From an optimization exercise on the open Yosys and OpenROAD flow, aimed at small area and a short achievable clock period; shortcuts taken in it are not production practice.
At most, simulation tests tie the RTL to the original design; equivalence was not proved.
Power and IR drop assume default switching activity.

Design running_average, start of the top module:
module running_average #(
  parameter N = 4,
  parameter DATAWIDTH = 32
)(
  input   wire        clk,
  input   wire        reset,
  input   wire [DATAWIDTH -1 : 0] data_i,
  output  wire [DATAWIDTH -1 : 0] average_o
);
Size: about 520 cells after synthesis, about 96 flip-flops, ~66 I/O pins.
export LEC_CHECK = 0
export CAP_MARGIN = 0
export CORE_MARGIN = 2
export CORE_UTILIZATION = 60
export CTS_BUF_LIST = sky130_fd_sc_hd__clkbuf_4 sky130_fd_sc_hd__clkbuf_8
export SETUP_SLACK_MARGIN = 2.5
export SLEW_MARGIN = 0
export SYNTH_HIERARCHICAL = 1
create_clock -name core_clock -period 7.0 [get_ports {clk}]
standard.sh (not shown) runs the stock make flow with config.mk's settings and CLKGATE_MAP_FILE= SYNTH_SCRIPT=/design/flow/synth_recipe.tcl, a recipe that flattens the netlist after the stock synthesis.
==> flow/flow/run.sh <==
#!/bin/bash
set -euo pipefail
here=$(pwd)
DU_DEFAULT=$(cat flow/default_dont_use.txt)
DU_BIG=$(cat flow/big_cells.txt)
bash standard.sh DONT_USE_CELLS="$DU_DEFAULT $DU_BIG" synth > "$here/synth.log" 2>&1
args=()
if [[ -f flow/pnr_args.txt ]]; then
  while IFS= read -r line; do
    [[ -n "$line" && "$line" != \#* ]] && args+=("$line")
  done < flow/pnr_args.txt
fi
bash standard.sh "${args[@]}" finish > "$here/pnr.log" 2>&1
Other scripts of this flow, unchanged in this note and not shown: flow/flow/big_cells.txt, flow/flow/default_dont_use.txt, flow/flow/pnr_args.txt
Edit:
--- a/flow/design.v
+++ b/flow/design.v
@@ -222,16 +222,12 @@
   wire n219;
   wire n221;
   wire n223;
   wire n225;
   wire n227;
   wire n228;
-  wire n107_d1;
-  wire n116_d1;
-  wire n125_d1;
-  wire n125_d2;
   ra_nand2 g1 (.a(a[0]), .b(b[0]), .y(n1));
   ra_nor2 g2 (.a(a[0]), .b(b[0]), .y(n2));
   ra_nand2 g3 (.a(a[1]), .b(b[1]), .y(n3));
   ra_nor2 g4 (.a(a[1]), .b(b[1]), .y(n4));
   ra_nand2 g5 (.a(a[2]), .b(b[2]), .y(n5));
   ra_nor2 g6 (.a(a[2]), .b(b[2]), .y(n6));
@@ -348,44 +344,44 @@
   ra_nor2 g117 (.a(n102), .b(n100), .y(n117));
   ra_inv g118 (.a(n91), .y(n118));
   ra_o21bai g119 (.a1(n118), .a2(n103), .b1n(n90), .y(n119));
   ra_nor2b g120 (.a(n104), .bn(n91), .y(n120));
   ra_aoi21 g121 (.a1(n71), .a2(n107), .b1(n70), .y(n121));
   ra_inv g122 (.a(n96), .y(n122));
-  ra_a21boi g123 (.a1(n122), .a2(n107_d1), .b1n(n95), .y(n123));
+  ra_a21boi g123 (.a1(n122), .a2(n107), .b1n(n95), .y(n123));
   ra_aoi21 g124 (.a1(n110), .a2(n107), .b1(n109), .y(n124));
-  ra_aoi21 g125 (.a1(n112), .a2(n107_d1), .b1(n111), .y(n125));
+  ra_aoi21 g125 (.a1(n112), .a2(n107), .b1(n111), .y(n125));
   ra_aoi21 g126 (.a1(n87), .a2(n116), .b1(n86), .y(n126));
   ra_nand2 g127 (.a(n87), .b(n117), .y(n127));
   ra_inv g128 (.a(n104), .y(n128));
-  ra_a21boi g129 (.a1(n128), .a2(n116_d1), .b1n(n103), .y(n129));
+  ra_a21boi g129 (.a1(n128), .a2(n116), .b1n(n103), .y(n129));
   ra_nor2b g130 (.a(n104), .bn(n117), .y(n130));
   ra_aoi21 g131 (.a1(n120), .a2(n116), .b1(n119), .y(n131));
   ra_nand2 g132 (.a(n120), .b(n117), .y(n132));
   ra_inv g133 (.a(n79), .y(n133));
   ra_o21bai g134 (.a1(n133), .a2(n125), .b1n(n78), .y(n134));
-  ra_oai21 g135 (.a1(n100), .a2(n125_d1), .b1(n99), .y(n135));
+  ra_oai21 g135 (.a1(n100), .a2(n125), .b1(n99), .y(n135));
   ra_inv g136 (.a(n115), .y(n136));
-  ra_o21bai g137 (.a1(n136), .a2(n125_d2), .b1n(n114), .y(n137));
+  ra_o21bai g137 (.a1(n136), .a2(n125), .b1n(n114), .y(n137));
   ra_inv g138 (.a(n117), .y(n138));
-  ra_o21bai g139 (.a1(n138), .a2(n125), .b1n(n116_d1), .y(n139));
-  ra_oai21 g140 (.a1(n127), .a2(n125_d1), .b1(n126), .y(n140));
+  ra_o21bai g139 (.a1(n138), .a2(n125), .b1n(n116), .y(n139));
+  ra_oai21 g140 (.a1(n127), .a2(n125), .b1(n126), .y(n140));
   ra_inv g141 (.a(n130), .y(n141));
-  ra_oai21 g142 (.a1(n141), .a2(n125_d2), .b1(n129), .y(n142));
+  ra_oai21 g142 (.a1(n141), .a2(n125), .b1(n129), .y(n142));
   ra_oai21 g143 (.a1(n132), .a2(n125), .b1(n131), .y(n143));
   ra_inv g144 (.a(n6), .y(n144));
   ra_a21boi g145 (.a1(n144), .a2(n63), .b1n(n5), .y(n145));
   ra_oai21 g146 (.a1(n10), .a2(n92), .b1(n9), .y(n146));
   ra_inv g147 (.a(n14), .y(n147));
   ra_a21boi g148 (.a1(n147), .a2(n106), .b1n(n13), .y(n148));
   ra_inv g149 (.a(n18), .y(n149));
   ra_a21boi g150 (.a1(n149), .a2(n107), .b1n(n17), .y(n150));
   ra_oai21 g151 (.a1(n22), .a2(n121), .b1(n21), .y(n151));
   ra_oai21 g152 (.a1(n26), .a2(n123), .b1(n25), .y(n152));
   ra_oai21 g153 (.a1(n30), .a2(n124), .b1(n29), .y(n153));
-  ra_oai21 g154 (.a1(n34), .a2(n125_d1), .b1(n33), .y(n154));
+  ra_oai21 g154 (.a1(n34), .a2(n125), .b1(n33), .y(n154));
   ra_inv g155 (.a(n38), .y(n155));
   ra_a21boi g156 (.a1(n155), .a2(n134), .b1n(n37), .y(n156));
   ra_inv g157 (.a(n42), .y(n157));
   ra_a21boi g158 (.a1(n157), .a2(n135), .b1n(n41), .y(n158));
   ra_inv g159 (.a(n46), .y(n159));
   ra_a21boi g160 (.a1(n159), .a2(n137), .b1n(n45), .y(n160));
@@ -455,16 +451,12 @@
   ra_xnor2 g224 (.a(n223), .b(n166), .y(y[27]));
   ra_nor3b g225 (.a(n62), .b(r), .cn(n61), .y(n225));
   ra_xor2 g226 (.a(n225), .b(n143), .y(y[28]));
   ra_xnor2 g227 (.a(a[31]), .b(b[31]), .y(n227));
   ra_nor2 g228 (.a(n227), .b(r), .y(n228));
   ra_xnor2 g229 (.a(n228), .b(n168), .y(y[29]));
-  ra_oai21 g230 (.a1(n94), .a2(n92), .b1(n93), .y(n107_d1));
-  ra_oai21 g231 (.a1(n102), .a2(n99), .b1(n101), .y(n116_d1));
-  ra_aoi21 g232 (.a1(n112), .a2(n107), .b1(n111), .y(n125_d1));
-  ra_aoi21 g233 (.a1(n112), .a2(n107), .b1(n111), .y(n125_d2));
 endmodule
 module ra_add_nxt (input wire [31:0] a, input wire [31:0] b, input wire [31:0] c, output wire [31:0] y);
   wire [31:0] fs;
   wire [32:0] fc;
   wire hs1;
   wire hc1;
Clock-buffer cell count is unchanged.
Setup slack loses 11 ps.
Wire length hardly moves.
Combinational power hardly moves.
Final area came out lower by about 0.8%.
Synthesized area came out lower by 0.37%.
Register-to-register slack gains 20 ps.
Power came out lower by about 2.8%.
Sequential cell count is unchanged.
Via count is about the same.
Fmax is about the same.
Hold slack barely changes.
For the first run of this note, only the layout was checked, not whether the RTL still works.

-- static timing again, ports no longer ideal --
In the flow no input, the clock included, has a driving cell. The finished layouts below were timed again as built, in two steps. Step 1 assumes that a clkbuf_16 drives the clock port and a buf_2 every other input. Step 2 moves the port delays by t, midway between the first and last clock arrival at a register: inputs arrive t later, outputs are due t later. That takes back most of the time a late clock gives input paths. Slacks: ideal / step 1 / step 2; pairs: ideal / step 1.
| run | t (ns) | setup WS [ns] | worst hold slack (ns) | worst slew at a driven data input, ns | cell pins on the clock port's net |
|---|---|---|---|---|---|
| the first run | 0.385 | 2.544 / 2.517 / 2.478 | 0.413 / 0.413 / 0.413 | 0.05 | 1 |
| the second run | 0.397 | 2.534 / 2.510 / 2.470 | 0.414 / 0.414 / 0.414 | 0.05 | 1 |
After both steps setup and hold are still met in every run listed. The setup slack of the first run, which loses most, moves by -0.027 ns with the drivers and by -0.066 ns with both steps.
